What follows belongs to an exercise in optimizing a design on an open flow for small area; a production flow would make more cautious choices. In this exercise RTL edits were held to simulation tests only and were not proved equivalent to the original. The clock input has no modelled driver; a real chip could not lean on it and would need a root buffer or a full tree. Power and IR drop assume default switching activity.

Design axi4_adapter, start of the top module:
module axi4_adapter #(
  parameter integer                     AXI_ID_WIDTH = 1,
  parameter integer                     AXI_ADDR_WIDTH = 12,
  parameter integer                     AXI_DATA_WIDTH = 32,
  parameter bit                         ALIGN_ADDR = 1'b1,
  parameter bit                         EN_SEC_MODE = 1'b1,
  parameter bit                         NO_SEC_FAIL = 0,
  parameter bit                         DECOUPLE_W = 1,
  parameter integer                     AXI_BYTE_COUNT  = AXI_DATA_WIDTH / 8
)(
  input  logic                          aclk,
  input  logic                          aresetn,
  input  logic [AXI_ID_WIDTH-1:0]       awid,
  input  logic [AXI_ADDR_WIDTH-1:0]     awaddr,
  input  logic [7:0]                    awlen,
  input  logic [2:0]                    awsize,
  input  logic [1:0]                    awburst,
  /*verilator lint_off UNUSED*/
  input  logic                          awlock,
  input  logic [3:0]                    awcache,
  /*verilator lint_on UNUSED*/
  ...
Settings: LEC_CHECK=0, CAP_MARGIN=20, CORE_MARGIN=2, CORE_UTILIZATION=40, SLEW_MARGIN=20; clock period 4.0 ns.
run.sh (not shown) runs the stock make flow with config.mk's settings and CLKGATE_MAP_FILE= SYNTH_SCRIPT=/design/flow/synth_recipe.tcl, a recipe that flattens the netlist after the stock synthesis.
Next try:
==> flow/flow/run.sh (new file) <==
#!/bin/bash
# Standard ORFS layout, with 1x port buffers and a clock tree of small
# buffers without dummy loads. Each tool's output is logged in this folder.
set -euo pipefail
export BUFFER_PORTS_ARGS="-buffer_cell sky130_fd_sc_hd__buf_1"
export CTS_ARGS="-sink_clustering_enable -repair_clock_nets -dont_use_dummy_load -buf_list {sky130_fd_sc_hd__clkbuf_4 sky130_fd_sc_hd__clkbuf_8}"
bash standard.sh > standard.log 2>&1
==> flow/standard.sh (new file) <==
#!/bin/bash
# synth_recipe.tcl (not shown) runs the flow's synth.tcl, then flattens the netlist and writes it again
# the make line also repeats each setting of config.mk as NAME=value (left out here)
make -C /OpenROAD-flow-scripts/flow DESIGN_CONFIG=/design/flow/config.mk WORK_HOME=/design/flow/orfs CLKGATE_MAP_FILE= SYNTH_SCRIPT=/design/flow/synth_recipe.tcl "${@:-finish}"
removed: flow/run.sh
Result: Register-to-register slack loses 0.07 ns. Worst hold slack loses 0.094 ns. Global-route usage is lower by 1.1 points. Sequential power stays flat. Die area does not change. Power is lower by 22%. First-iteration DRC count is lower by about 35%.

Setup of run A:
axi4_adapter, a different RTL version from the one above (not shown whole).
Size in the first run: about 470 cells after synthesis, roughly 270 I/O pins, about 4500 um2 of cells after synthesis.
==> flow/design.v (excerpt) <==
module axi4_adapter #(
  parameter integer                     AXI_ID_WIDTH = 1,
  parameter integer                     AXI_ADDR_WIDTH = 12,
  parameter integer                     AXI_DATA_WIDTH = 32,
  parameter bit                         ALIGN_ADDR = 1'b1,
  parameter bit                         EN_SEC_MODE = 1'b1,
  parameter bit                         NO_SEC_FAIL = 0,
  parameter bit                         DECOUPLE_W = 1,
  parameter integer                     AXI_BYTE_COUNT  = AXI_DATA_WIDTH / 8
)(
  input  logic                          aclk,
  input  logic                          aresetn,
  input  logic [AXI_ID_WIDTH-1:0]       awid,
  input  logic [AXI_ADDR_WIDTH-1:0]     awaddr,
  input  logic [7:0]                    awlen,
  input  logic [2:0]                    awsize,
  input  logic [1:0]                    awburst,
  /*verilator lint_off UNUSED*/
  input  logic                          awlock,
  ...
Settings: LEC_CHECK=0, CAP_MARGIN=20, CORE_MARGIN=2, CORE_UTILIZATION=40, GPL_TIMING_DRIVEN=0, SLEW_MARGIN=20; clock period 4.0 ns.
standard.sh (not shown) runs the stock make flow with config.mk's settings and CLKGATE_MAP_FILE= SYNTH_SCRIPT=/design/flow/synth_recipe.tcl, a recipe that flattens the netlist after the stock synthesis.
==> flow/flow/run.sh <==
#!/bin/bash
# The standard ORFS layout (standard.sh) with:
#  - an area-oriented ABC script for the combinational mapping (flow/my_synth.tcl),
#    and no extraction of half/full adder cells (ADDER_MAP_FILE empty), which
#    leaves the hand-written carry chains to ABC,
#  - 1x buffers on the ports,
#  - a clock tree made by hand: the clock port drives four clock buffers, each
#    driving one quarter of the flip-flops (flow/cts_manual.tcl).
# Each tool's output is logged in this folder.
set -euo pipefail
here=$(pwd)
orig=$(grep -o 'SYNTH_SCRIPT=[^ ]*' standard.sh | head -1 | cut -d= -f2-)
export ORIG_SYNTH_SCRIPT="$orig"
export MY_ABC_SCRIPT="$here/flow/abc_area.script"
sed "s#SYNTH_SCRIPT=[^ ]*#SYNTH_SCRIPT=$here/flow/my_synth.tcl#" standard.sh > my_standard.sh
export ADDER_MAP_FILE=
export BUFFER_PORTS_ARGS="-buffer_cell sky130_fd_sc_hd__buf_1"
export PRE_GLOBAL_PLACE_TCL="$here/flow/pre_gpl.tcl"
export PRE_CTS_TCL="$here/flow/cts_manual.tcl"
export MANUAL_CTS_BUF=sky130_fd_sc_hd__clkbuf_16
export MANUAL_CTS_N=4
bash my_standard.sh > standard.log 2>&1
==> flow/flow/abc_area.script <==
&get -n
&st
&syn2
&deepsyn -T 60
&st
&dch -f
&nf -R 10 -p
&st
&dch -f
&nf -R 10 -p
&put
topo
==> flow/flow/pre_gpl.tcl <==
# Global placement runs without timing-driven mode (GPL_TIMING_DRIVEN 0), which
# would otherwise remove the synthesis buffers; remove them here instead.
remove_buffers
Other scripts of this flow, unchanged in this note and not shown: flow/flow/cts_manual.tcl, flow/flow/my_synth.tcl
Run A: no failed stages, no open violations at the end
Modified inputs, run B compared to run A
# run A
export LEC_CHECK = 0
export CAP_MARGIN = 20
export CORE_MARGIN = 2
export CORE_UTILIZATION = 40
export GPL_TIMING_DRIVEN = 0
export SLEW_MARGIN = 20
create_clock -name core_clock -period 4.0 [get_ports {aclk}]
# run B
export LEC_CHECK = 0
export CAP_MARGIN = 20
export CORE_MARGIN = 2
export CORE_UTILIZATION = 40
export SLEW_MARGIN = 20
create_clock -name core_clock -period 4.0 [get_ports {aclk}]
--- a/flow/flow/run.sh
+++ b/flow/flow/run.sh
@@ -17,3 +17,2 @@
 export BUFFER_PORTS_ARGS="-buffer_cell sky130_fd_sc_hd__buf_1"
-export PRE_GLOBAL_PLACE_TCL="$here/flow/pre_gpl.tcl"
 export PRE_CTS_TCL="$here/flow/cts_manual.tcl"
==> flow/flow/abc_area.script <==
&get -n
&st
&deepsyn -T 60
&st
&dch -f
&nf -R 1000 -p
&st
&dch -f
&nf -R 1000 -p
&put
topo
removed: flow/flow/pre_gpl.tcl
## What came out
The run showing the smaller highest fanout seen on the critical path is run B.
Diff run A -> run B: reported sequential group power shows no meaningful change; minimum setup slack after placement shows an increase of 0.25 ns.
Taking run A over run B, the total length of routed met3 wires ratio works out to 0.863.
Summary: die area, run B better than run A
Taking run A as the reference, in run B required time of the worst setup path increased by 0.02 ns relative to the old numbers; number of instances in the synthesized netlist increased 4.
Non-clock inverter total of the final layout for run B: 5 up relative to run A
Taking run A as the reference, in run B final cell count rose 31, cell area after technology mapping dropped 36 um2, total design power increased by 0.95% relative to the old numbers.
a311oi_2 as the cell with the largest stage delay on the worst path was reported by run B, and nor4_1 by run A.
## Diff of input files: run C against run B
# run B
export LEC_CHECK = 0
export CAP_MARGIN = 20
export CORE_MARGIN = 2
export CORE_UTILIZATION = 40
export SLEW_MARGIN = 20
create_clock -name core_clock -period 4.0 [get_ports {aclk}]
# run C
export LEC_CHECK = 0
export CAP_MARGIN = 5
export CORE_MARGIN = 2
export CORE_UTILIZATION = 40
export GPL_TIMING_DRIVEN = 0
export SLEW_MARGIN = 5
create_clock -name core_clock -period 4.0 [get_ports {aclk}]
--- a/flow/flow/run.sh
+++ b/flow/flow/run.sh
@@ -17,2 +17,3 @@
 export BUFFER_PORTS_ARGS="-buffer_cell sky130_fd_sc_hd__buf_1"
+export PRE_GLOBAL_PLACE_TCL="$here/flow/pre_gpl.tcl"
 export PRE_CTS_TCL="$here/flow/cts_manual.tcl"
==> flow/flow/pre_gpl.tcl (new file) <==
# Global placement runs without timing-driven mode (GPL_TIMING_DRIVEN 0), which
# would otherwise remove the synthesis buffers; remove them here instead.
remove_buffers
### Flow results
- Looking at run B and run C, the starting density of the core is a wash.
- Run B and run C ended up with nearly the same clock latency at the later pin of the worst-skew pair.
- Comparing run B and run C, share of the cycle needed by the critical path after routing is lower on run B.
- Across both runs, global-route usage over all layers was lower for run C than for run B.
- Run C ended with more time the worst path needs with I/O delays and setup than run B.
- Cmp run B and run C / count of placed standard cells in the final layout, fillers left out / lower: run C
- Summary of run C over run B: fraction of area in registers increased by 1.2 points relative to the old numbers, least setup slack across all paths after layout now sits lower, first-iteration DRC count rose by about 20%.
No run of this note takes its clock network from TritonCTS; it comes from the design's own scripts or RTL.

Another version of the RTL of axi4_adapter (not shown whole).
Size: roughly 460 cells after synthesis, roughly 110 flip-flops, ~270 I/O pins.
// axi4_adapter
module axi4_adapter #(
  parameter integer                     AXI_ID_WIDTH = 1,
  parameter integer                     AXI_ADDR_WIDTH = 12,
  parameter integer                     AXI_DATA_WIDTH = 32,
  parameter bit                         ALIGN_ADDR = 1'b1,
  parameter bit                         EN_SEC_MODE = 1'b1,
  parameter bit                         NO_SEC_FAIL = 0,
  parameter bit                         DECOUPLE_W = 1,
  parameter integer                     AXI_BYTE_COUNT  = AXI_DATA_WIDTH / 8
)(
  input  logic                          aclk,
  input  logic                          aresetn,
  input  logic [AXI_ID_WIDTH-1:0]       awid,
  input  logic [AXI_ADDR_WIDTH-1:0]     awaddr,
  input  logic [7:0]                    awlen,
  input  logic [2:0]                    awsize,
  input  logic [1:0]                    awburst,
  /*verilator lint_off UNUSED*/
  input  logic                          awlock,
  input  logic [3:0]                    awcache,
  /*verilator lint_on UNUSED*/
  input  logic [2:0]                    awprot,
  /*verilator lint_off UNUSED*/
  input  logic [3:0]                    awqos,
  input  logic [3:0]                    awregion,
  /*verilator lint_on UNUSED*/
  input  logic                          awvalid,
  output logic                          awready,
  input  logic [AXI_DATA_WIDTH-1:0]     wdata,
  input  logic [AXI_BYTE_COUNT-1:0]     wstrb,
  input  logic                          wlast,
  input  logic                          wvalid,
  output logic                          wready,
  output logic [AXI_ID_WIDTH-1:0]       bid,
  output logic [1:0]                    bresp,
  output logic                          bvalid,
  input  logic                          bready,
  input  logic [AXI_ID_WIDTH-1:0]       arid,
  input  logic [AXI_ADDR_WIDTH-1:0]     araddr,
  input  logic [7:0]                    arlen,
  input  logic [2:0]                    arsize,
  input  logic [1:0]                    arburst,
  /*verilator lint_off UNUSED*/
  input  logic                          arlock,
  input  logic [3:0]                    arcache,
  /*verilator lint_on UNUSED*/
  input  logic [2:0]                    arprot,
  /*verilator lint_off UNUSED*/
  input  logic [3:0]                    arqos,
  input  logic [3:0]                    arregion,
  /*verilator lint_on UNUSED*/
  input  logic                          arvalid,
  output logic                          arready,
  output logic [AXI_ID_WIDTH-1:0]       rid,
  output logic [AXI_DATA_WIDTH-1:0]     rdata,
  output logic [1:0]                    rresp,
  output logic                          rlast,
  output logic                          rvalid,
  input  logic                          rready,
  output logic [AXI_ADDR_WIDTH-1:0]     rif_waddr,
  input  logic                          rif_wvalid,
  output logic                          rif_wr_req,
  output logic [AXI_BYTE_COUNT-1:0]     rif_wstrb,
  output logic [AXI_DATA_WIDTH-1:0]     rif_wdata,
  output logic [AXI_ADDR_WIDTH-1:0]     rif_raddr,
  input  logic                          rif_rvalid,
  output logic                          rif_rd_req,
  input  logic [AXI_DATA_WIDTH-1:0]     rif_rdata
);
clock: 4.0 ns
lec_check: 0
cap_margin: 20
core_margin: 2
core_utilization: 60
slew_margin: 20
==> flow/flow/run.sh <==
#!/bin/bash
# The standard ORFS layout (standard.sh) with:
#  - an area-oriented ABC script for the combinational mapping (flow/my_synth.tcl),
#    and no extraction of half/full adder cells (ADDER_MAP_FILE empty), which
#    leaves the hand-written carry chains to ABC,
#  - 1x buffers on the ports,
#  - a clock tree made by hand: the clock port drives four clock buffers, each
#    driving one quarter of the flip-flops (flow/cts_manual.tcl).
# Each tool's output is logged in this folder.
set -euo pipefail
here=$(pwd)
orig=$(grep -o 'SYNTH_SCRIPT=[^ ]*' standard.sh | head -1 | cut -d= -f2-)
export ORIG_SYNTH_SCRIPT="$orig"
export MY_ABC_SCRIPT="$here/flow/abc_area.script"
sed "s#SYNTH_SCRIPT=[^ ]*#SYNTH_SCRIPT=$here/flow/my_synth.tcl#" standard.sh > my_standard.sh
export ADDER_MAP_FILE=
export BUFFER_PORTS_ARGS="-buffer_cell sky130_fd_sc_hd__buf_1"
export PRE_CTS_TCL="$here/flow/cts_manual.tcl"
export MANUAL_CTS_BUF=sky130_fd_sc_hd__clkbuf_16
export MANUAL_CTS_N=4
bash my_standard.sh > standard.log 2>&1
==> flow/flow/abc_area.script <==
&get -n
&st
&deepsyn -T 60
&st
&dch
&nf -R 1000 -p
&st
&syn2
&if -g -K 6
&synch2
&nf -R 1000 -p
&put
topo
Other scripts of this flow, unchanged in this note and not shown: flow/flow/cts_manual.tcl, flow/flow/my_synth.tcl
The starting point passed the timing, design-rule and antenna checks.
==> next run, changes <==
CORE_UTILIZATION = 40   (was 60)
GPL_TIMING_DRIVEN = 0   (was unset)
Outcome: Die area goes up by well over a third. Cell count goes up by about a fifth. Cell area goes up by roughly a tenth. Area after synthesis does not change. Core utilization goes down by 17 points. Total power goes up by a few percent. Wire length goes up by a few percent. Setup slack is worse by 68 ps. Via count goes up by a few percent. Clock skew is about the same.
==> next run, changes <==
--- a/flow/flow/run.sh
+++ b/flow/flow/run.sh
@@ -17,0 +18 @@
+export PRE_GLOBAL_PLACE_TCL="$here/flow/pre_gpl.tcl"
==> flow/flow/abc_area.script (replaced) <==
&get -n
&st
&deepsyn -T 60
&st
&dch -f
&nf -R 30 -p
&st
&dch -f
&nf -R 30 -p
&put
topo
==> flow/flow/pre_gpl.tcl (new file) <==
# Global placement runs without timing-driven mode (GPL_TIMING_DRIVEN 0), which
# would otherwise remove the synthesis buffers; remove them here instead.
remove_buffers
Effect: Area after synthesis shrinks by 2.1%; worst hold slack improves by 3.7 ps; wire length shrinks by 6.4%.
==> next run, changes <==
--- a/flow/flow/run.sh
+++ b/flow/flow/run.sh
@@ -18 +17,0 @@
-export PRE_GLOBAL_PLACE_TCL="$here/flow/pre_gpl.tcl"
==> flow/flow/abc_area.script (replaced) <==
&get -n
&st
&deepsyn -T 60
&st
&dch
&nf -R 1000 -p
&st
&syn2
&if -g -K 6
&synch2
&nf -R 1000 -p
&put
topo
GPL_TIMING_DRIVEN = unset   (was 0)
removed: flow/flow/pre_gpl.tcl
After rerunning: The new run completed with no timing, DRC or antenna violations; cell count climbs slightly; power drops by a few percent; die area climbs by a few percent; sequential cell count stays the same; global-route usage climbs by 0.29 points; wire length barely changes; cell area drops slightly; sequential power barely changes.
No run of this note takes its clock network from TritonCTS; it comes from the design's own scripts or RTL.

Another version of the RTL of axi4_adapter (not shown whole).
Size in the first run: roughly 430 cells after synthesis, roughly 110 flip-flops, roughly 270 I/O pins, ~0.0048 mm2 of cells after synthesis.
==> flow/config.mk <==
export PLATFORM = sky130hd
export DESIGN_NAME = axi4_adapter
export DESIGN_NICKNAME = axi4_adapter
export VERILOG_FILES = /design/flow/design.v
export SDC_FILE = /design/flow/constraint.sdc
export NUM_CORES = 4
export LEC_CHECK = 0
export CAP_MARGIN = 20
export CORE_MARGIN = 2
export CORE_UTILIZATION = 40
export SLEW_MARGIN = 20
==> flow/constraint.sdc <==
create_clock -name core_clock -period 4.0 [get_ports {aclk}]
set_input_delay 0.8000 -clock core_clock [delete_from_list [all_inputs] [get_ports {aclk}]]
set_output_delay 0.8000 -clock core_clock [all_outputs]
set_load 0.01 [all_outputs]
==> flow/flow/run.sh <==
#!/bin/bash
# The standard ORFS layout (standard.sh) with:
#  - an area-oriented ABC script for the combinational mapping (flow/my_synth.tcl),
#  - 1x buffers on the ports,
#  - a clock tree made by hand: the clock port drives four clock buffers, each
#    driving one quarter of the flip-flops (flow/cts_manual.tcl).
# Each tool's output is logged in this folder.
set -euo pipefail
here=$(pwd)
orig=$(grep -o 'SYNTH_SCRIPT=[^ ]*' standard.sh | head -1 | cut -d= -f2-)
export ORIG_SYNTH_SCRIPT="$orig"
export MY_ABC_SCRIPT="$here/flow/abc_area.script"
sed "s#SYNTH_SCRIPT=[^ ]*#SYNTH_SCRIPT=$here/flow/my_synth.tcl#" standard.sh > my_standard.sh
export BUFFER_PORTS_ARGS="-buffer_cell sky130_fd_sc_hd__buf_1"
export PRE_CTS_TCL="$here/flow/cts_manual.tcl"
export MANUAL_CTS_BUF=sky130_fd_sc_hd__clkbuf_16
export MANUAL_CTS_N=4
bash my_standard.sh > standard.log 2>&1
Other scripts of this flow, unchanged in this note and not shown: flow/flow/abc_area.script, flow/flow/cts_manual.tcl, flow/flow/my_synth.tcl
Rerun with:
--- a/flow/flow/run.sh
+++ b/flow/flow/run.sh
@@ -13,2 +13,3 @@
 sed "s#SYNTH_SCRIPT=[^ ]*#SYNTH_SCRIPT=$here/flow/my_synth.tcl#" standard.sh > my_standard.sh
+export ADDER_MAP_FILE=
 export BUFFER_PORTS_ARGS="-buffer_cell sky130_fd_sc_hd__buf_1"
=> The new run finished clean; die area came out lower by 2.6%; clock skew stays flat; total power rose by 1.1%; sequential power stays flat; cell count grows by 1.4%; cell area decreases by 9.1%; setup slack gains 0.69 ns.
Rerun with:
--- a/flow/flow/run.sh
+++ b/flow/flow/run.sh
@@ -3,2 +3,4 @@
 #  - an area-oriented ABC script for the combinational mapping (flow/my_synth.tcl),
+#    and no extraction of half/full adder cells (ADDER_MAP_FILE empty), which
+#    leaves the hand-written carry chains to ABC,
 #  - 1x buffers on the ports,
Result:
- register-to-register slack barely changes
- clock skew does not change
- power does not change
- wire length does not change
- design area stays the same
- via count does not change
- die area does not change
- worst setup slack stays the same
- synthesized area is unchanged
- sequential share of layout area is unchanged
- cell count is unchanged
In every run of this note, the design's own scripts or RTL, not TritonCTS, make the clock network.

[separate check: timing with driven ports]
The results above use ideal ports. As a check the final layouts listed here were re-extracted and re-timed, cells and wires unchanged.
Step 1: set_driving_cell puts a clkbuf_16 on aclk and a buf_2 on each other input, an assumption about the parent block.
Step 2, shift: input delay + t, output delay - t, t = (earliest + latest rising clock arrival at the registers) / 2. This alone moves slack from input paths to output paths.
a / b / c = no drivers / after step 1 / after step 2; a / b = the first two.
run | t, ns | setup WS [ns] | slew at the worst register clock pin (ns)
the first run of note 1 | 0.439 | 0.639 / 0.615 / 0.259 | 0.05 / 0.05
the second run of note 1 | 0.436 | 0.700 / 0.700 / 0.484 | 0.07 / 0.07
run A | 0.241 | 0.322 / 0.383 / 0.142 | 0.10 / 0.10
run B | 0.240 | 0.339 / 0.399 / 0.159 | 0.10 / 0.10
run C | 0.243 | 0.244 / 0.300 / 0.056 | 0.10 / 0.11
the first run of note 3 | 0.233 | 0.566 / 0.603 / 0.370 | 0.10 / 0.10
the second run of note 3 | 0.238 | 0.498 / 0.498 / 0.290 | 0.10 / 0.10
the third run of note 3 | 0.237 | 0.138 / 0.186 / -0.052 | 0.10 / 0.10
the fourth run of note 3 | 0.237 | 0.506 / 0.517 / 0.295 | 0.10 / 0.10
the first run of note 4 | 0.247 | 0.149 / 0.210 / -0.037 | 0.10 / 0.10
the second run of note 4 | 0.240 | 0.838 / 0.838 / 0.690 | 0.11 / 0.11
the third run of note 4 | 0.240 | 0.838 / 0.838 / 0.690 | 0.11 / 0.11
With both steps, setup timing fails in the third run of note 3 and the first run of note 4, where it was met with ideal ports. For the first run of note 1, which loses most, drivers alone change the setup slack by -0.024 ns; drivers and shift together by -0.380 ns.
